Context: an optimization exercise on an open-source flow, tuned for small area, a short achievable clock period and few clock cycles per item. The choices shown serve that exercise and are no tape-out recipe. Only the layout flow was run in this run; the RTL was not checked for function there.

==> design/flow/design.v <==
module fir_top (
    input  wire       clk,
    input  wire       resetN,
    input  wire       sampleClk,
    input  wire [7:0] sample,
    output wire [7:0] sum,
    output reg        dav
);
   reg [7:0] h1, h2, h3, h4, h5, h6, h7, h8;
   reg [8:0] s34, s25, s16;
   reg [9:0] m3;
   reg [18:0] t1a;
   reg [17:0] t1b;
   reg [3:0] ic;
   wire busy = ~ic[3] | ~ic[2];
   wire en = sampleClk | busy;
   wire [7:0] xin = busy ? 8'd0 : sample;
   wire s_1, c_2;
   ha us_1 (h2[0], h3[0], s_1, c_2);
   wire s_3, c_4;
   ha us_3 (h2[1], h3[1], s_3, c_4);
   wire s_5, c_6;
   ha us_5 (h2[2], h3[2], s_5, c_6);
   wire s_7, c_8;
   ha us_7 (h2[3], h3[3], s_7, c_8);
   wire s_9, c_10;
   ha us_9 (h2[4], h3[4], s_9, c_10);
   wire s_11, c_12;
   ha us_11 (h2[5], h3[5], s_11, c_12);
   wire s_13, c_14;
   ha us_13 (h2[6], h3[6], s_13, c_14);
   wire s_15, c_16;
   ha us_15 (h2[7], h3[7], s_15, c_16);
   wire s_17, c_18;
   ha us_17 (h2[7], h3[7], s_17, c_18);
   wire G_19 = c_4 | (s_3 & c_2);
   wire G_21 = c_6 | (s_5 & c_4);
   wire P_22 = s_5 & s_3;
   wire G_23 = c_8 | (s_7 & c_6);
   wire P_24 = s_7 & s_5;
   wire G_25 = c_10 | (s_9 & c_8);
   wire P_26 = s_9 & s_7;
   wire G_27 = c_12 | (s_11 & c_10);
   wire P_28 = s_11 & s_9;
   wire G_29 = c_14 | (s_13 & c_12);
   wire P_30 = s_13 & s_11;
   wire G_31 = c_16 | (s_15 & c_14);
   wire P_32 = s_15 & s_13;
   wire G_33 = c_18 | (s_17 & c_16);
   wire P_34 = s_17 & s_15;
   wire G_35 = G_21 | (P_22 & c_2);
   wire G_37 = G_23 | (P_24 & G_19);
   wire G_39 = G_25 | (P_26 & G_21);
   wire P_40 = P_26 & P_22;
   wire G_41 = G_27 | (P_28 & G_23);
   wire P_42 = P_28 & P_24;
   wire G_43 = G_29 | (P_30 & G_25);
   wire P_44 = P_30 & P_26;
   wire G_45 = G_31 | (P_32 & G_27);
   wire P_46 = P_32 & P_28;
   wire G_47 = G_33 | (P_34 & G_29);
   wire P_48 = P_34 & P_30;
   wire G_49 = G_39 | (P_40 & c_2);
   wire G_51 = G_41 | (P_42 & G_19);
   wire G_53 = G_43 | (P_44 & G_35);
   wire G_55 = G_45 | (P_46 & G_37);
   wire G_57 = G_47 | (P_48 & G_39);
   wire P_58 = P_48 & P_40;
   wire G_59 = G_57 | (P_58 & c_2);
   wire [8:0] s34n;
   assign s34n[0] = ~(s_1);
   assign s34n[1] = ~(s_3 ^ c_2);
   assign s34n[2] = ~(s_5 ^ G_19);
   assign s34n[3] = ~(s_7 ^ G_35);
   assign s34n[4] = ~(s_9 ^ G_37);
   assign s34n[5] = ~(s_11 ^ G_49);
   assign s34n[6] = ~(s_13 ^ G_51);
   assign s34n[7] = ~(s_15 ^ G_53);
   assign s34n[8] = s_17 ^ G_55;
   wire s_61, c_62;
   ha us_61 (h1[0], h4[0], s_61, c_62);
   wire s_63, c_64;
   ha us_63 (h1[1], h4[1], s_63, c_64);
   wire s_65, c_66;
   ha us_65 (h1[2], h4[2], s_65, c_66);
   wire s_67, c_68;
   ha us_67 (h1[3], h4[3], s_67, c_68);
   wire s_69, c_70;
   ha us_69 (h1[4], h4[4], s_69, c_70);
   wire s_71, c_72;
   ha us_71 (h1[5], h4[5], s_71, c_72);
   wire s_73, c_74;
   ha us_73 (h1[6], h4[6], s_73, c_74);
   wire s_75, c_76;
   ha us_75 (h1[7], h4[7], s_75, c_76);
   wire s_77, c_78;
   ha us_77 (h1[7], h4[7], s_77, c_78);
   wire G_79 = c_64 | (s_63 & c_62);
   wire G_81 = c_66 | (s_65 & c_64);
   wire P_82 = s_65 & s_63;
   wire G_83 = c_68 | (s_67 & c_66);
   wire P_84 = s_67 & s_65;
   wire G_85 = c_70 | (s_69 & c_68);
   wire P_86 = s_69 & s_67;
   wire G_87 = c_72 | (s_71 & c_70);
   wire P_88 = s_71 & s_69;
   wire G_89 = c_74 | (s_73 & c_72);
   wire P_90 = s_73 & s_71;
   wire G_91 = c_76 | (s_75 & c_74);
   wire P_92 = s_75 & s_73;
   wire G_93 = c_78 | (s_77 & c_76);
   wire P_94 = s_77 & s_75;
   wire G_95 = G_81 | (P_82 & c_62);
   wire G_97 = G_83 | (P_84 & G_79);
   wire G_99 = G_85 | (P_86 & G_81);
   wire P_100 = P_86 & P_82;
   wire G_101 = G_87 | (P_88 & G_83);
   wire P_102 = P_88 & P_84;
   wire G_103 = G_89 | (P_90 & G_85);
   wire P_104 = P_90 & P_86;
   wire G_105 = G_91 | (P_92 & G_87);
   wire P_106 = P_92 & P_88;
   wire G_107 = G_93 | (P_94 & G_89);
   wire P_108 = P_94 & P_90;
   wire G_109 = G_99 | (P_100 & c_62);
   wire G_111 = G_101 | (P_102 & G_79);
   wire G_113 = G_103 | (P_104 & G_95);
   wire G_115 = G_105 | (P_106 & G_97);
   wire G_117 = G_107 | (P_108 & G_99);
   wire P_118 = P_108 & P_100;
   wire G_119 = G_117 | (P_118 & c_62);
   wire [8:0] s25n;
   assign s25n[0] = ~(s_61);
   assign s25n[1] = ~(s_63 ^ c_62);
   assign s25n[2] = ~(s_65 ^ G_79);
   assign s25n[3] = ~(s_67 ^ G_95);
   assign s25n[4] = ~(s_69 ^ G_97);
   assign s25n[5] = ~(s_71 ^ G_109);
   assign s25n[6] = ~(s_73 ^ G_111);
   assign s25n[7] = ~(s_75 ^ G_113);
   assign s25n[8] = s_77 ^ G_115;
   wire s_121, c_122;
   ha us_121 (xin[0], h5[0], s_121, c_122);
   wire s_123, c_124;
   ha us_123 (xin[1], h5[1], s_123, c_124);
   wire s_125, c_126;
   ha us_125 (xin[2], h5[2], s_125, c_126);
   wire s_127, c_128;
   ha us_127 (xin[3], h5[3], s_127, c_128);
   wire s_129, c_130;
   ha us_129 (xin[4], h5[4], s_129, c_130);
   wire s_131, c_132;
   ha us_131 (xin[5], h5[5], s_131, c_132);
   wire s_133, c_134;
   ha us_133 (xin[6], h5[6], s_133, c_134);
   wire s_135, c_136;
   ha us_135 (xin[7], h5[7], s_135, c_136);
   wire s_137, c_138;
   ha us_137 (xin[7], h5[7], s_137, c_138);
   wire G_139 = c_124 | (s_123 & c_122);
   wire G_141 = c_126 | (s_125 & c_124);
   wire P_142 = s_125 & s_123;
   wire G_143 = c_128 | (s_127 & c_126);
   wire P_144 = s_127 & s_125;
   wire G_145 = c_130 | (s_129 & c_128);
   wire P_146 = s_129 & s_127;
   wire G_147 = c_132 | (s_131 & c_130);
   wire P_148 = s_131 & s_129;
   wire G_149 = c_134 | (s_133 & c_132);
   wire P_150 = s_133 & s_131;
   wire G_151 = c_136 | (s_135 & c_134);
   wire P_152 = s_135 & s_133;
   wire G_153 = c_138 | (s_137 & c_136);
   wire P_154 = s_137 & s_135;
   wire G_155 = G_141 | (P_142 & c_122);
   wire G_157 = G_143 | (P_144 & G_139);
   wire G_159 = G_145 | (P_146 & G_141);
   wire P_160 = P_146 & P_142;
   wire G_161 = G_147 | (P_148 & G_143);
   wire P_162 = P_148 & P_144;
   wire G_163 = G_149 | (P_150 & G_145);
   wire P_164 = P_150 & P_146;
   wire G_165 = G_151 | (P_152 & G_147);
   wire P_166 = P_152 & P_148;
   wire G_167 = G_153 | (P_154 & G_149);
   wire P_168 = P_154 & P_150;
   wire G_169 = G_159 | (P_160 & c_122);
   wire G_171 = G_161 | (P_162 & G_139);
   wire G_173 = G_163 | (P_164 & G_155);
   wire G_175 = G_165 | (P_166 & G_157);
   wire G_177 = G_167 | (P_168 & G_159);
   wire P_178 = P_168 & P_160;
   wire G_179 = G_177 | (P_178 & c_122);
   wire [8:0] s16n;
   assign s16n[0] = ~(s_121);
   assign s16n[1] = ~(s_123 ^ c_122);
   assign s16n[2] = ~(s_125 ^ G_139);
   assign s16n[3] = ~(s_127 ^ G_155);
   assign s16n[4] = ~(s_129 ^ G_157);
   assign s16n[5] = ~(s_131 ^ G_169);
   assign s16n[6] = ~(s_133 ^ G_171);
   assign s16n[7] = ~(s_135 ^ G_173);
   assign s16n[8] = s_137 ^ G_175;
   wire s_181, c_182;
   ha us_181 (xin[1], xin[0], s_181, c_182);
   wire s_183, c_184;
   ha us_183 (xin[2], xin[1], s_183, c_184);
   wire s_185, c_186;
   ha us_185 (xin[3], xin[2], s_185, c_186);
   wire s_187, c_188;
   ha us_187 (xin[4], xin[3], s_187, c_188);
   wire s_189, c_190;
   ha us_189 (xin[5], xin[4], s_189, c_190);
   wire s_191, c_192;
   ha us_191 (xin[6], xin[5], s_191, c_192);
   wire s_193, c_194;
   ha us_193 (xin[7], xin[6], s_193, c_194);
   wire s_195, c_196;
   ha us_195 (xin[7], xin[7], s_195, c_196);
   wire s_197, c_198;
   ha us_197 (xin[7], xin[7], s_197, c_198);
   wire G_199 = c_182 | (s_181 & 1'b0);
   wire G_201 = c_184 | (s_183 & c_182);
   wire P_202 = s_183 & s_181;
   wire G_203 = c_186 | (s_185 & c_184);
   wire P_204 = s_185 & s_183;
   wire G_205 = c_188 | (s_187 & c_186);
   wire P_206 = s_187 & s_185;
   wire G_207 = c_190 | (s_189 & c_188);
   wire P_208 = s_189 & s_187;
   wire G_209 = c_192 | (s_191 & c_190);
   wire P_210 = s_191 & s_189;
   wire G_211 = c_194 | (s_193 & c_192);
   wire P_212 = s_193 & s_191;
   wire G_213 = c_196 | (s_195 & c_194);
   wire P_214 = s_195 & s_193;
   wire G_215 = c_198 | (s_197 & c_196);
   wire P_216 = s_197 & s_195;
   wire G_217 = G_201 | (P_202 & 1'b0);
   wire G_219 = G_203 | (P_204 & G_199);
   wire G_221 = G_205 | (P_206 & G_201);
   wire P_222 = P_206 & P_202;
   wire G_223 = G_207 | (P_208 & G_203);
   wire P_224 = P_208 & P_204;
   wire G_225 = G_209 | (P_210 & G_205);
   wire P_226 = P_210 & P_206;
   wire G_227 = G_211 | (P_212 & G_207);
   wire P_228 = P_212 & P_208;
   wire G_229 = G_213 | (P_214 & G_209);
   wire P_230 = P_214 & P_210;
   wire G_231 = G_215 | (P_216 & G_211);
   wire P_232 = P_216 & P_212;
   wire G_233 = G_221 | (P_222 & 1'b0);
   wire G_235 = G_223 | (P_224 & G_199);
   wire G_237 = G_225 | (P_226 & G_217);
   wire G_239 = G_227 | (P_228 & G_219);
   wire G_241 = G_229 | (P_230 & G_221);
   wire P_242 = P_230 & P_222;
   wire G_243 = G_231 | (P_232 & G_223);
   wire P_244 = P_232 & P_224;
   wire G_245 = G_241 | (P_242 & 1'b0);
   wire G_247 = G_243 | (P_244 & G_199);
   wire [9:0] m3n;
   assign m3n[0] = ~(xin[0]);
   assign m3n[1] = ~(s_181 ^ 1'b0);
   assign m3n[2] = ~(s_183 ^ G_199);
   assign m3n[3] = ~(s_185 ^ G_217);
   assign m3n[4] = ~(s_187 ^ G_219);
   assign m3n[5] = ~(s_189 ^ G_233);
   assign m3n[6] = ~(s_191 ^ G_235);
   assign m3n[7] = ~(s_193 ^ G_237);
   assign m3n[8] = ~(s_195 ^ G_239);
   assign m3n[9] = s_197 ^ G_245;
   wire s_249, c_250;
   fa us_249 (s25[0], ~h7[0], 1'b1, s_249, c_250);
   wire s_251, c_252;
   fa us_251 (~s34[0], s25[1], 1'b1, s_251, c_252);
   wire s_253, c_254;
   xr xs_253 (h7[1], c_250, s_253);
   nr ns_253 (h7[1], ~c_250, c_254);
   wire s_255, c_256;
   fa us_255 (~s34[1], s25[2], s25[0], s_255, c_256);
   wire s_257, c_258;
   fa us_257 (s16[0], ~h7[2], c_252, s_257, c_258);
   wire s_259, c_260;
   ha us_259 (s_255, c_254, s_259, c_260);
   wire s_261, c_262;
   fa us_261 (~s34[2], s34[0], 1'b1, s_261, c_262);
   wire s_263, c_264;
   fa us_263 (s25[3], s25[1], s16[1], s_263, c_264);
   wire s_265, c_266;
   fa us_265 (~h7[3], h7[0], h8[0], s_265, c_266);
   wire s_267, c_268;
   fa us_267 (c_256, s_261, s_263, s_267, c_268);
   wire s_269, c_270;
   fa us_269 (s_265, c_258, c_260, s_269, c_270);
   wire s_271, c_272;
   fa us_271 (~s34[3], s34[1], 1'b1, s_271, c_272);
   wire s_273, c_274;
   fa us_273 (s25[4], s25[2], s25[0], s_273, c_274);
   wire s_275, c_276;
   fa us_275 (s16[2], s16[0], h7[1], s_275, c_276);
   wire s_277, c_278;
   fa us_277 (~h7[4], h8[1], c_262, s_277, c_278);
   wire s_279, c_280;
   fa us_279 (c_264, c_266, s_271, s_279, c_280);
   wire s_281, c_282;
   fa us_281 (s_273, s_275, c_268, s_281, c_282);
   wire s_283, c_284;
   fa us_283 (s_277, s_279, c_270, s_283, c_284);
   wire s_285, c_286;
   fa us_285 (s34[4], h7[5], h7[0], s_285, c_286);
   wire s_287, c_288;
   fa us_287 (s34[2], s25[5], s25[3], s_287, c_288);
   wire s_289, c_290;
   fa us_289 (s25[1], s16[3], s16[1], s_289, c_290);
   wire s_291, c_292;
   fa us_291 (h7[2], h8[2], c_272, s_291, c_292);
   wire s_293, c_294;
   fa us_293 (c_274, c_276, s_287, s_293, c_294);
   wire s_295, c_296;
   fa us_295 (~s_285, s_289, c_278, s_295, c_296);
   wire s_297, c_298;
   fa us_297 (c_280, s_291, s_293, s_297, c_298);
   wire s_299, c_300;
   fa us_299 (c_282, s_295, s_297, s_299, c_300);
   wire s_301, c_302;
   fa us_301 (s34[5], h7[6], h7[1], s_301, c_302);
   wire s_303, c_304;
   fa us_303 (s34[3], s25[6], s25[4], s_303, c_304);
   wire s_305, c_306;
   fa us_305 (s25[2], s16[4], s16[2], s_305, c_306);
   wire s_307, c_308;
   fa us_307 (s16[0], h7[3], h8[3], s_307, c_308);
   wire s_309, c_310;
   fa us_309 (~c_286, c_288, c_290, s_309, c_310);
   wire s_311, c_312;
   fa us_311 (~s_301, s_303, s_305, s_311, c_312);
   wire s_313, c_314;
   fa us_313 (s_307, c_292, c_294, s_313, c_314);
   wire s_315, c_316;
   fa us_315 (s_309, s_311, c_296, s_315, c_316);
   wire s_317, c_318;
   fa us_317 (c_298, s_313, s_315, s_317, c_318);
   wire s_319, c_320;
   fa us_319 (~s34[6], s34[4], s34[0], s_319, c_320);
   wire s_321, c_322;
   fa us_321 (s25[7], s25[5], s25[3], s_321, c_322);
   wire s_323, c_324;
   fa us_323 (s16[5], s16[3], s16[1], s_323, c_324);
   wire s_325, c_326;
   fa us_325 (h7[7], h7[4], h8[4], s_325, c_326);
   wire s_327, c_328;
   fa us_327 (h7[2], c_302, ~c_304, s_327, c_328);
   wire s_329, c_330;
   fa us_329 (c_306, c_308, s_319, s_329, c_330);
   wire s_331, c_332;
   fa us_331 (s_321, s_323, s_325, s_331, c_332);
   wire s_333, c_334;
   fa us_333 (c_310, c_312, ~s_327, s_333, c_334);
   wire s_335, c_336;
   fa us_335 (s_329, s_331, c_314, s_335, c_336);
   wire s_337, c_338;
   fa us_337 (s_333, c_316, s_335, s_337, c_338);
   wire s_339, c_340;
   fa us_339 (s34[7], s25[0], h7[3], s_339, c_340);
   wire s_341, c_342;
   fa us_341 (s34[5], s34[1], s25[8], s_341, c_342);
   wire s_343, c_344;
   fa us_343 (s25[6], s25[4], s16[6], s_343, c_344);
   wire s_345, c_346;
   fa us_345 (s16[4], s16[2], h7[5], s_345, c_346);
   wire s_347, c_348;
   fa us_347 (h8[5], c_320, c_322, s_347, c_348);
   wire s_349, c_350;
   fa us_349 (c_324, c_326, s_341, s_349, c_350);
   wire s_351, c_352;
   fa us_351 (~s_339, s_343, s_345, s_351, c_352);
   wire s_353, c_354;
   fa us_353 (~c_328, c_330, c_332, s_353, c_354);
   wire s_355, c_356;
   fa us_355 (s_347, s_349, s_351, s_355, c_356);
   wire s_357, c_358;
   fa us_357 (c_334, s_353, s_355, s_357, c_358);
   wire s_359, c_360;
   ha us_359 (c_336, s_357, s_359, c_360);
   wire s_361, c_362;
   fa us_361 (s34[8], s25[1], h7[4], s_361, c_362);
   wire s_363, c_364;
   fa us_363 (s34[6], s34[2], s25[7], s_363, c_364);
   wire s_365, c_366;
   fa us_365 (s25[5], s16[7], s16[5], s_365, c_366);
   wire s_367, c_368;
   fa us_367 (s16[3], h7[6], h8[6], s_367, c_368);
   wire s_369, c_370;
   fa us_369 (~c_340, c_342, c_344, s_369, c_370);
   wire s_371, c_372;
   fa us_371 (c_346, s_363, s_365, s_371, c_372);
   wire s_373, c_374;
   fa us_373 (~s_361, s_367, c_348, s_373, c_374);
   wire s_375, c_376;
   fa us_375 (c_350, c_352, s_369, s_375, c_376);
   wire s_377, c_378;
   fa us_377 (s_371, c_354, s_373, s_377, c_378);
   wire s_379, c_380;
   fa us_379 (c_356, s_375, s_377, s_379, c_380);
   wire s_381, c_382;
   ha us_381 (c_358, c_360, s_381, c_382);
   wire s_383, c_384;
   fa us_383 (s34[7], s34[3], 1'b1, s_383, c_384);
   wire s_385, c_386;
   fa us_385 (s34[0], s25[2], h7[7], s_385, c_386);
   wire s_387, c_388;
   fa us_387 (s25[8], s25[6], s16[8], s_387, c_388);
   wire s_389, c_390;
   fa us_389 (s16[6], s16[4], ~h7[5], s_389, c_390);
   wire s_391, c_392;
   fa us_391 (h8[7], c_362, ~c_364, s_391, c_392);
   wire s_393, c_394;
   fa us_393 (c_366, c_368, s_383, s_393, c_394);
   wire s_395, c_396;
   fa us_395 (~s_385, s_387, s_389, s_395, c_396);
   wire s_397, c_398;
   fa us_397 (c_370, c_372, ~s_391, s_397, c_398);
   wire s_399, c_400;
   fa us_399 (s_393, s_395, c_374, s_399, c_400);
   wire s_401, c_402;
   fa us_401 (c_376, s_397, c_378, s_401, c_402);
   wire s_403, c_404;
   fa us_403 (s_399, c_380, s_401, s_403, c_404);
   wire s_405, c_406;
   fa us_405 (s34[8], s34[4], s25[7], s_405, c_406);
   wire s_407, c_408;
   fa us_407 (s34[1], s25[3], h7[6], s_407, c_408);
   wire s_409, c_410;
   fa us_409 (s16[7], s16[5], c_384, s_409, c_410);
   wire s_411, c_412;
   fa us_411 (~c_386, c_388, c_390, s_411, c_412);
   wire s_413, c_414;
   fa us_413 (~s_405, s_407, c_392, s_413, c_414);
   wire s_415, c_416;
   fa us_415 (c_394, c_396, s_409, s_415, c_416);
   wire s_417, c_418;
   fa us_417 (s_411, c_398, ~s_413, s_417, c_418);
   wire s_419, c_420;
   fa us_419 (s_415, c_400, s_417, s_419, c_420);
   wire s_421, c_422;
   ha us_421 (c_402, s_419, s_421, c_422);
   wire s_423, c_424;
   fa us_423 (s34[5], s25[8], s16[8], s_423, c_424);
   wire s_425, c_426;
   fa us_425 (s34[2], s25[4], ~s16[6], s_425, c_426);
   wire s_427, c_428;
   fa us_427 (h7[7], c_406, ~c_408, s_427, c_428);
   wire s_429, c_430;
   fa us_429 (s_423, ~s_425, c_410, s_429, c_430);
   wire s_431, c_432;
   fa us_431 (c_412, s_427, ~c_414, s_431, c_432);
   wire s_433, c_434;
   fa us_433 (c_416, s_429, c_418, s_433, c_434);
   wire s_435, c_436;
   fa us_435 (s_431, c_420, s_433, s_435, c_436);
   wire s_437, c_438;
   fa us_437 (s34[6], ~s34[3], 1'b1, s_437, c_438);
   wire s_439, c_440;
   fa us_439 (~s25[5], s16[7], c_424, s_439, c_440);
   wire s_441, c_442;
   fa us_441 (~c_426, s_437, c_428, s_441, c_442);
   wire s_443, c_444;
   fa us_443 (s_439, c_430, s_441, s_443, c_444);
   wire s_445, c_446;
   fa us_445 (c_432, s_443, c_434, s_445, c_446);
   wire s_447, c_448;
   fa us_447 (s34[7], ~s34[4], 1'b1, s_447, c_448);
   wire s_449, c_450;
   fa us_449 (~s25[6], s16[8], c_438, s_449, c_450);
   wire s_451, c_452;
   fa us_451 (s_447, c_440, s_449, s_451, c_452);
   wire s_453, c_454;
   fa us_453 (c_442, s_451, c_444, s_453, c_454);
   wire s_455, c_456;
   fa us_455 (s34[8], ~s34[5], 1'b1, s_455, c_456);
   wire s_457, c_458;
   fa us_457 (~s25[7], c_448, s_455, s_457, c_458);
   wire s_459, c_460;
   fa us_459 (c_450, s_457, c_452, s_459, c_460);
   wire s_461, c_462;
   ha us_461 (s34[6], s25[8], s_461, c_462);
   wire s_463, c_464;
   fa us_463 (~s_461, c_456, c_458, s_463, c_464);
   wire s_465, c_466;
   xr xs_465 (s34[7], c_462, s_465);
   nr ns_465 (s34[7], c_462, c_466);
   wire [18:0] t1an = {s34[8], c_464, c_460, c_454, c_446, c_436, c_422, c_404, c_382, s_379, c_338, c_318, c_300, c_284, s_281, s_267, s_257, s_251, s_249};
   wire [17:0] t1bn = {c_466, s_465, s_463, s_459, s_453, s_445, s_435, s_421, s_403, s_381, s_359, s_337, s_317, s_299, s_283, s_269, s_259, s_253};
   wire s_467, c_468;
   fa us_467 (~t1a[1], t1b[0], h1[1], s_467, c_468);
   wire s_469, c_470;
   fa us_469 (t1a[2], t1b[1], ~h1[2], s_469, c_470);
   wire s_471, c_472;
   fa us_471 (t1a[3], t1b[2], m3[0], s_471, c_472);
   wire s_473, c_474;
   xr xs_473 (h1[3], c_470, s_473);
   nr ns_473 (h1[3], ~c_470, c_474);
   wire s_475, c_476;
   fa us_475 (t1a[4], t1b[3], m3[1], s_475, c_476);
   wire s_477, c_478;
   fa us_477 (~h1[4], c_472, s_475, s_477, c_478);
   wire s_479, c_480;
   fa us_479 (t1a[5], t1b[4], m3[2], s_479, c_480);
   wire s_481, c_482;
   fa us_481 (~h1[5], c_476, s_479, s_481, c_482);
   wire s_483, c_484;
   fa us_483 (t1a[6], t1b[5], m3[3], s_483, c_484);
   wire s_485, c_486;
   fa us_485 (~h1[6], c_480, s_483, s_485, c_486);
   wire s_487, c_488;
   fa us_487 (t1a[7], t1b[6], m3[4], s_487, c_488);
   wire s_489, c_490;
   fa us_489 (h1[7], c_484, s_487, s_489, c_490);
   wire s_491, c_492;
   fa us_491 (t1a[8], t1b[7], 1'b1, s_491, c_492);
   wire s_493, c_494;
   fa us_493 (m3[5], c_488, s_491, s_493, c_494);
   wire s_495, c_496;
   fa us_495 (t1a[9], t1b[8], m3[6], s_495, c_496);
   wire s_497, c_498;
   ha us_497 (c_492, s_495, s_497, c_498);
   wire s_499, c_500;
   fa us_499 (t1a[10], t1b[9], m3[7], s_499, c_500);
   wire s_501, c_502;
   ha us_501 (c_496, s_499, s_501, c_502);
   wire s_503, c_504;
   fa us_503 (t1a[11], t1b[10], m3[8], s_503, c_504);
   wire s_505, c_506;
   ha us_505 (c_500, s_503, s_505, c_506);
   wire s_507, c_508;
   fa us_507 (t1a[12], t1b[11], m3[9], s_507, c_508);
   wire s_509, c_510;
   ha us_509 (c_504, s_507, s_509, c_510);
   wire s_511, c_512;
   fa us_511 (t1a[13], t1b[12], c_508, s_511, c_512);
   wire s_513, c_514;
   ha us_513 (t1a[14], t1b[13], s_513, c_514);
   wire s_515, c_516;
   ha us_515 (t1a[15], t1b[14], s_515, c_516);
   wire s_517, c_518;
   ha us_517 (t1a[16], t1b[15], s_517, c_518);
   wire s_519, c_520;
   ha us_519 (t1a[17], t1b[16], s_519, c_520);
   wire s_521, c_522;
   xr xs_521 (t1a[18], t1b[17], s_521);
   nr ns_521 (t1a[18], ~t1b[17], c_522);
   wire s_523, c_524;
   xr xs_523 (s_471, s_473, s_523);
   nr ns_523 (s_473, ~s_471, c_524);
   wire s_525, c_526;
   fa us_525 (c_474, c_524, s_477, s_525, c_526);
   wire s_527, c_528;
   fa us_527 (c_478, s_481, c_526, s_527, c_528);
   wire s_529, c_530;
   fa us_529 (c_482, s_485, c_528, s_529, c_530);
   wire s_531, c_532;
   fa us_531 (c_486, s_489, c_530, s_531, c_532);
   wire s_533, c_534;
   fa us_533 (c_490, s_493, sample[5], s_533, c_534);
   wire s_535, c_536;
   fa us_535 (s_497, c_494, sample[6], s_535, c_536);
   wire s_537, c_538;
   fa us_537 (c_498, s_501, sample[7], s_537, c_538);
   wire s_539, c_540;
   xr xs_539 (t1a[0], h1[0], s_539);
   nr ns_539 (h1[0], ~t1a[0], c_540);
   wire s_541, c_542;
   xr xs_541 (c_468, s_469, s_541);
   nr ns_541 (c_468, ~s_469, c_542);
   wire s_543, c_544;
   xr xs_543 (sample[0], s_523, s_543);
   nr ns_543 (s_523, ~sample[0], c_544);
   wire s_545, c_546;
   ha us_545 (sample[1], s_525, s_545, c_546);
   wire s_547, c_548;
   ha us_547 (sample[2], s_527, s_547, c_548);
   wire s_549, c_550;
   ha us_549 (sample[3], s_529, s_549, c_550);
   wire s_551, c_552;
   ha us_551 (sample[4], s_531, s_551, c_552);
   wire s_553, c_554;
   ha us_553 (c_532, s_533, s_553, c_554);
   wire s_555, c_556;
   ha us_555 (c_534, s_535, s_555, c_556);
   wire s_557, c_558;
   ha us_557 (c_536, s_537, s_557, c_558);
   wire G_559 = 1'b0 | (~s_467 & c_540);
   wire G_561 = c_542 | (~s_541 & 1'b0);
   wire P_562 = ~s_541 & ~s_467;
   wire G_563 = c_544 | (~s_543 & c_542);
   wire P_564 = ~s_543 & ~s_541;
   wire G_565 = c_546 | (s_545 & c_544);
   wire P_566 = s_545 & ~s_543;
   wire G_567 = c_548 | (s_547 & c_546);
   wire P_568 = s_547 & s_545;
   wire G_569 = c_550 | (s_549 & c_548);
   wire P_570 = s_549 & s_547;
   wire G_571 = c_552 | (s_551 & c_550);
   wire P_572 = s_551 & s_549;
   wire G_573 = c_554 | (s_553 & c_552);
   wire P_574 = s_553 & s_551;
   wire G_575 = c_556 | (s_555 & c_554);
   wire P_576 = s_555 & s_553;
   wire G_577 = c_558 | (s_557 & c_556);
   wire P_578 = s_557 & s_555;
   wire G_579 = 1'b0 | (c_538 & c_558);
   wire P_580 = c_538 & s_557;
   wire G_581 = 1'b0 | (1'b0 & 1'b0);
   wire P_582 = 1'b0 & c_538;
   wire G_583 = G_561 | (P_562 & c_540);
   wire G_585 = G_563 | (P_564 & G_559);
   wire G_587 = G_565 | (P_566 & G_561);
   wire P_588 = P_566 & P_562;
   wire G_589 = G_567 | (P_568 & G_563);
   wire P_590 = P_568 & P_564;
   wire G_591 = G_569 | (P_570 & G_565);
   wire P_592 = P_570 & P_566;
   wire G_593 = G_571 | (P_572 & G_567);
   wire P_594 = P_572 & P_568;
   wire G_595 = G_573 | (P_574 & G_569);
   wire P_596 = P_574 & P_570;
   wire G_597 = G_575 | (P_576 & G_571);
   wire P_598 = P_576 & P_572;
   wire G_599 = G_577 | (P_578 & G_573);
   wire P_600 = P_578 & P_574;
   wire G_601 = G_579 | (P_580 & G_575);
   wire P_602 = P_580 & P_576;
   wire G_603 = G_581 | (P_582 & G_577);
   wire P_604 = P_582 & P_578;
   wire G_605 = G_587 | (P_588 & c_540);
   wire G_607 = G_589 | (P_590 & G_559);
   wire G_609 = G_591 | (P_592 & G_583);
   wire G_611 = G_593 | (P_594 & G_585);
   wire G_613 = G_595 | (P_596 & G_587);
   wire P_614 = P_596 & P_588;
   wire G_615 = G_597 | (P_598 & G_589);
   wire P_616 = P_598 & P_590;
   wire G_617 = G_599 | (P_600 & G_591);
   wire P_618 = P_600 & P_592;
   wire G_619 = G_601 | (P_602 & G_593);
   wire P_620 = P_602 & P_594;
   wire G_621 = G_603 | (P_604 & G_595);
   wire P_622 = P_604 & P_596;
   wire G_623 = G_613 | (P_614 & c_540);
   wire G_625 = G_615 | (P_616 & G_559);
   wire G_627 = G_617 | (P_618 & G_583);
   wire G_629 = G_619 | (P_620 & G_585);
   wire G_631 = G_621 | (P_622 & G_605);
   wire [12:0] lw;
   assign lw[0] = ~s_539;
   assign lw[1] = ~s_467 ^ c_540;
   assign lw[2] = ~s_541 ^ G_559;
   assign lw[3] = ~s_543 ^ G_583;
   assign lw[4] = s_545 ^ G_585;
   assign lw[5] = s_547 ^ G_605;
   assign lw[6] = s_549 ^ G_607;
   assign lw[7] = s_551 ^ G_609;
   assign lw[8] = s_553 ^ G_611;
   assign lw[9] = s_555 ^ G_623;
   assign lw[10] = s_557 ^ G_625;
   assign lw[11] = c_538 ^ G_627;
   assign lw[12] = 1'b0 ^ G_629;
   wire s_633, c_634;
   ha us_633 (c_502, s_505, s_633, c_634);
   wire s_635, c_636;
   ha us_635 (c_506, s_509, s_635, c_636);
   wire s_637, c_638;
   ha us_637 (c_510, s_511, s_637, c_638);
   wire s_639, c_640;
   ha us_639 (c_512, s_513, s_639, c_640);
   wire s_641, c_642;
   ha us_641 (c_514, s_515, s_641, c_642);
   wire s_643, c_644;
   ha us_643 (c_516, s_517, s_643, c_644);
   wire s_645, c_646;
   ha us_645 (c_518, s_519, s_645, c_646);
   wire s_647, c_648;
   xr xs_647 (c_520, s_521, s_647);
   nr ns_647 (s_521, ~c_520, c_648);
   wire s_649, c_650;
   ha us_649 (c_522, 1'b1, s_649, c_650);
   wire G_651 = c_636 | (s_635 & c_634);
   wire G_653 = c_638 | (s_637 & c_636);
   wire P_654 = s_637 & s_635;
   wire G_655 = c_640 | (s_639 & c_638);
   wire P_656 = s_639 & s_637;
   wire G_657 = c_642 | (s_641 & c_640);
   wire P_658 = s_641 & s_639;
   wire G_659 = c_644 | (s_643 & c_642);
   wire P_660 = s_643 & s_641;
   wire G_661 = c_646 | (s_645 & c_644);
   wire P_662 = s_645 & s_643;
   wire G_663 = c_648 | (~s_647 & c_646);
   wire P_664 = ~s_647 & s_645;
   wire G_665 = c_650 | (s_649 & c_648);
   wire P_666 = s_649 & ~s_647;
   wire G_667 = G_653 | (P_654 & c_634);
   wire G_669 = G_655 | (P_656 & G_651);
   wire G_671 = G_657 | (P_658 & G_653);
   wire P_672 = P_658 & P_654;
   wire G_673 = G_659 | (P_660 & G_655);
   wire P_674 = P_660 & P_656;
   wire G_675 = G_661 | (P_662 & G_657);
   wire P_676 = P_662 & P_658;
   wire G_677 = G_663 | (P_664 & G_659);
   wire P_678 = P_664 & P_660;
   wire G_679 = G_665 | (P_666 & G_661);
   wire P_680 = P_666 & P_662;
   wire G_681 = G_671 | (P_672 & c_634);
   wire G_683 = G_673 | (P_674 & G_651);
   wire G_685 = G_675 | (P_676 & G_667);
   wire G_687 = G_677 | (P_678 & G_669);
   wire G_689 = G_679 | (P_680 & G_671);
   wire P_690 = P_680 & P_672;
   wire G_691 = G_689 | (P_690 & c_634);
   wire [8:0] q;
   assign q[0] = s_633;
   assign q[1] = s_635 ^ c_634;
   assign q[2] = s_637 ^ G_651;
   assign q[3] = s_639 ^ G_667;
   assign q[4] = s_641 ^ G_669;
   assign q[5] = s_643 ^ G_681;
   assign q[6] = s_645 ^ G_683;
   assign q[7] = ~s_647 ^ G_685;
   assign q[8] = s_649 ^ G_687;
   wire signed [8:0] qs = q;
   wire [7:0] vM = q[7:0] - 8'd1;
   wire [7:0] v1 = q[7:0] + 8'd1;
   wire [7:0] v2 = q[7:0] + 8'd2;
   wire [3:0] sps = {qs >= 9'sd126, qs >= 9'sd127, qs >= 9'sd128, qs >= 9'sd129};
   wire [3:0] sns = {qs <= -9'sd131, qs <= -9'sd130, qs <= -9'sd129, qs <= -9'sd128};
   wire [7:0] vj;
   wire sp, sn;
   selj usj (lw[12:11], sample[7], {v2, v1, q[7:0], vM}, sps, sns, vj, sp, sn);
   reg [7:0] rq;
   reg a10q, spq, snq;
   wire [7:0] rinc = rq + a10q;
   assign sum = spq ? 8'h7f : snq ? 8'h80 : rinc;
   always @(posedge clk, negedge resetN)
     if (!resetN) begin
        ic <= 4'd0;
        dav <= 1'b0;
     end else begin
        if (busy) ic <= ic + 4'd1;
        dav <= sampleClk & ~busy;
     end
   always @(posedge clk) begin
      rq <= vj; a10q <= lw[10]; spq <= sp; snq <= sn;
      if (en) begin
         t1a <= t1an; t1b <= t1bn;
         s34 <= s34n; s25 <= s25n; s16 <= s16n;
         m3 <= m3n;
         h1 <= xin; h2 <= h1; h3 <= h2; h4 <= h3;
         h5 <= h4; h6 <= h5; h7 <= h6; h8 <= h7;
      end
   end
endmodule
module selj (input [1:0] c, input x7, input [31:0] v, input [3:0] sp,
             input [3:0] sn, output [7:0] vj, output spj, output snj);
   wire [3:0] k;
   assign k[0] = (c == 2'd0) & x7;
   assign k[1] = ((c == 2'd0) & ~x7) | ((c == 2'd1) & x7);
   assign k[2] = ((c == 2'd1) & ~x7) | ((c == 2'd2) & x7);
   assign k[3] = (c == 2'd2) & ~x7;
   assign vj = ({8{k[0]}} & v[7:0]) | ({8{k[1]}} & v[15:8]) | ({8{k[2]}} & v[23:16]) | ({8{k[3]}} & v[31:24]);
   assign spj = |(k & sp);
   assign snj = |(k & sn);
endmodule
module fa (input a, input b, input c, output s, output co);
   assign s = a ^ b ^ c;
   assign co = (a & b) | (a & c) | (b & c);
endmodule
module ha (input a, input b, output s, output co);
   assign s = a ^ b;
   assign co = a & b;
endmodule
module xr (input a, input b, output y);
   assign y = a ^ b;
endmodule
module nr (input a, input b, output y);
   assign y = ~(a | b);
endmodule
module anb (input a, input b, output y);
   assign y = ~a & b;
endmodule
==> design/flow/run.sh <==
#!/bin/bash
# synth_recipe.tcl (not shown) runs the flow's synth.tcl, then flattens the netlist and writes it again
# the make line also repeats each setting of config.mk as NAME=value (left out here)
make -C /OpenROAD-flow-scripts/flow DESIGN_CONFIG=/design/flow/config.mk WORK_HOME=/design/flow/orfs CLKGATE_MAP_FILE= SYNTH_SCRIPT=/design/flow/synth_recipe.tcl finish
==> design/flow/config.mk <==
export PLATFORM = sky130hd
export DESIGN_NAME = fir_top
export DESIGN_NICKNAME = fir_top
export VERILOG_FILES = /design/flow/design.v
export SDC_FILE = /design/flow/constraint.sdc
export NUM_CORES = 4
export LEC_CHECK = 0
export CAP_MARGIN = 20
export CORE_MARGIN = 2
export CORE_UTILIZATION = 65
export CTS_BUF_LIST = sky130_fd_sc_hd__clkbuf_8
export CTS_CLUSTER_SIZE = 30
export SETUP_SLACK_MARGIN = 5
export SLEW_MARGIN = 20
export SYNTH_HIERARCHICAL = 1
==> design/flow/constraint.sdc <==
create_clock -name core_clock -period 10.0 [get_ports {clk}]
set_input_delay 2.0000 -clock core_clock [delete_from_list [all_inputs] [get_ports {clk}]]
set_output_delay 2.0000 -clock core_clock [all_outputs]
set_load 0.01 [all_outputs]
==> notes.md <==
==> modules after synthesis (local to each module, per instance) <==
module	copies in the design	cell area (µm²)	cells	flops+latches
fir_top	1	6711	498	154
selj	1	654.4	83	0
fa	127	20.02	1	0
ha	64	12.51	1	0
xr	8	8.758	1	0
nr	9	3.754	1	0
==> final timing paths <==
path / from / to / slack, ps / cells after the start
worst max-delay path: t1a[4] / rq[4] / 4940 / 19
worst min-delay path: h6[2] / h7[2] / 420 / 0
worst max register to register: t1a[4] / rq[4] / 4940 / 19
worst min register to register: h6[2] / h7[2] / 420 / 0
max in group asynchronous: resetN / dav / 8080 / 1
min in group asynchronous: resetN / ic[2] / 1730 / 1
==> area by class of cell <==
type / count / area, µm² / share of cell area
Tap cell: 220 / 275.3 / 0.02298
Timing Repair Buffer: 35 / 415.4 / 0.03468
Multi-Input combinational cell: 558 / 6103 / 0.5096
Inverter: 70 / 262.8 / 0.02194
Sequential cell: 154 / 4489 / 0.3748
Clock inverter: 15 / 197.7 / 0.01650
Clock buffer: 17 / 234.0 / 0.01953
==> registers in the layout, summed over array words and instances, names as in the netlist, 9 cells and up <==
signal and cells:
m3 10, s34 9, s25 9, s16 9
t1a 19, t1b 18
==> through the flow <==
step | cells | util
CTS | 1068 | 0.7265
floorplan | 798 | -
detailed placement | 1025 | 0.6850
finish | 1069 | 0.7300
global route | 1069 | 0.7300
global placement | 1025 | 0.6850
==> routing by layer <==
layer  GRT usage  vias up  share of wire  routed length (µm)
met4     0.08841        0          0.023                 518
li1            -     2867              -                   -
met1      0.3646     3160           0.41                9206
met2      0.4574      156           0.52               11590
met5           0        -              0                   0
met3     0.04751       32          0.042                 937
==> placed cells by master (no fill, tap or decap), types with 19 or more instances in the layout <==
master / Yosys / final
fa_1: 127 / 124
nand3_1: 24 / 24
ha_1: 80 / 79
xnor2_1: 26 / 25
inv_1: 68 / 68
edfxtp_1: 138 / 138
a21oi_1: 32 / 25
clkdlybuf4s50_1: 0 / 19
nor2_1: 32 / 31
a21o_1: 19 / 19
nand2_1: 29 / 29
xor2_1: 31 / 31
==> what timing repair did <==
action,CTS,global route
resized for setup,23,13
cloned,3,0
setup endpoints to repair,10,10
setup buffers,8,1
pin swaps,7,3
==> cell families after synthesis <==
kind of cell,synth area share
compound gates,0.07672
xor+xnor,0.05728
fa+ha+maj,0.3277
buf+inv,0.03506
flops,0.4152
mux,0.01817
other cells,0.0003468
simple gates,0.06955
==> notes.md <==
- Max cap viols: 0
- DP Area: 11240 µm²
- Worst path cell trace: fa_1 -> fa_1 -> fa_2 -> fa_2 -> fa_2 -> fa_1 -> ha_4 -> a21o_1 -> a21o_1 -> a21oi_2 -> a31oi_4 -> nor2_4 -> buf_6 -> nor2b_4 -> buf_6 -> buf_16 -> nor4bb_2 -> a31oi_1 -> o211ai_1
- Yosys top cell area share: 0.3832
- Layout cells sized above 1: 0.1272
- Critical path peak fanout: 7
- TritonCTS Buffers: 17
- Syn. warnings: 7
- Critical Path AT: 5420 ps
- Sum Neg Setup Slack: 0 ps
- Total GRT Usage: 0.2717
- Unrepaired setup endpoints after global routing: true
- Hold crit path type: reg2reg
- Worst path required time: 10360 ps
- Root Buffer: clkbuf_8
- FILL cells: between 1000 and 1500
- Status: no timing/DRC/antenna violations
- Post-CTS Hold Fix Bufs: 0
- Clock latency (worst-skew pair): around 470 ps
- Port bufs: 19
- CP max stage cell: fa_1
- Setup crit start kind: flop
- Cell family with most CP delay: adder cells
- Dpl hpwl: 16600 µm
- Bufs and invs on worst path: 3
- GPL Wtd Cong: 0.9179
- DIE AREA: between 15000 and 20000 µm²
- Crit share post-route: 0.5063
- Synth Register Bits: 154
- Max_slew headroom: 0.3916
- Vias in the first global route: between 6000 and 7000
- Setup Slack @ Placement: 4447 ps
- Rows: 47
- Fin. Hold Viols: 0
- Final setup vio count: 0
- Ports: 20
- Cell variety after synth: 62
- Largest net degree at the start of global routing: 77
- H-tree depth: 4
- Clk buf depth: 2
- Area of the core: ~16000 µm²
- Post-Route WL: roughly 22000 µm
- Post-synth top area cell: edfxtp_1
- DR iter-0 viols: 528
- Mapped cell area: between 10000 and 15000 µm²
- Syn avg cell area: 13.70 µm²
- Fraction of the yosys area taken by sequential cells: 0.4152
- Crit-path max cell delay: approximately 570 ps
- Final Max Slew Viols: 0
- Routed vias/inst: 5.814
- Per-cell routed wire length: between 20 and 25 µm
- Final WS setup: 4937 ps
- Share of flip-flops with an asynchronous set or reset: 0.03247
- CTS tree: yes
- Fmax: 197.5 MHz
- First-pass GRT wire length: 35490 µm
- Count leader, synth: edfxtp_1
- Post-route cell area: 11980 µm²
- Most frequent cells after synthesis: edfxtp_1, fa_1, ha_1
- Fin crit period: 5063 ps
- Synth area leaders: edfxtp_1, fa_1, ha_1, xor2_1, inv_1
- Nets@finish: ~1100
- Post-synth EDFFs: 138
- Mapped Cells: 789
- Die Height: 133.0 µm
- Synth Flop Type: edfxtp_1
- Initial core utilization: 0.6590
- Clk_skew: about 23 ps
- DRC viols: 0
- Least-Margin Pin Slew: around 910 ps
- Routed vias: 6215
- Post-DRT Antenna Nets: 0
- CTS sink count: 154
- Layout area overhead: 10.77%
- Die width: 133.0 µm
- First-pass DRT Iterations: 5
- Final hold slack: 424.8 ps
- Grt total ovfl: 0
- Ant. Diodes: 0
- Initial antenna violation count: 0
- CP Capture Type: flop
- WS Path Type: reg2reg
- Clock transition at path regs: 100 ps

-- port drivers added, routing unchanged --
The results above use ideal ports. As a check the final layout listed here was re-extracted and re-timed, cells and wires unchanged. Step 1 (the two cells are an assumption about what drives the block):
set clk [get_ports {clk}]
set_driving_cell -lib_cell sky130_fd_sc_hd__clkbuf_16 $clk
set_driving_cell -lib_cell sky130_fd_sc_hd__buf_2 [delete_from_list [all_inputs] $clk]
Step 2 moves the port delays by t, midway between the first and last clock arrival at a register: inputs arrive t later, outputs are due t later. That takes back most of the time a late clock gives input paths. Three values: no drivers, after step 1, after step 2; two values: the first two.
t, ns: 0.503
setup slack, ns: 4.937 / 4.937 / 4.930
worst setup path after step 2: input to register
latest minus earliest clock arrival (ns): 0.022 / 0.022
worst data-port slew with drivers (ns): 0.03
After both steps this run still meets setup and hold. For this run, drivers alone change the setup slack by 0.000 ns; drivers and shift together by -0.007 ns.
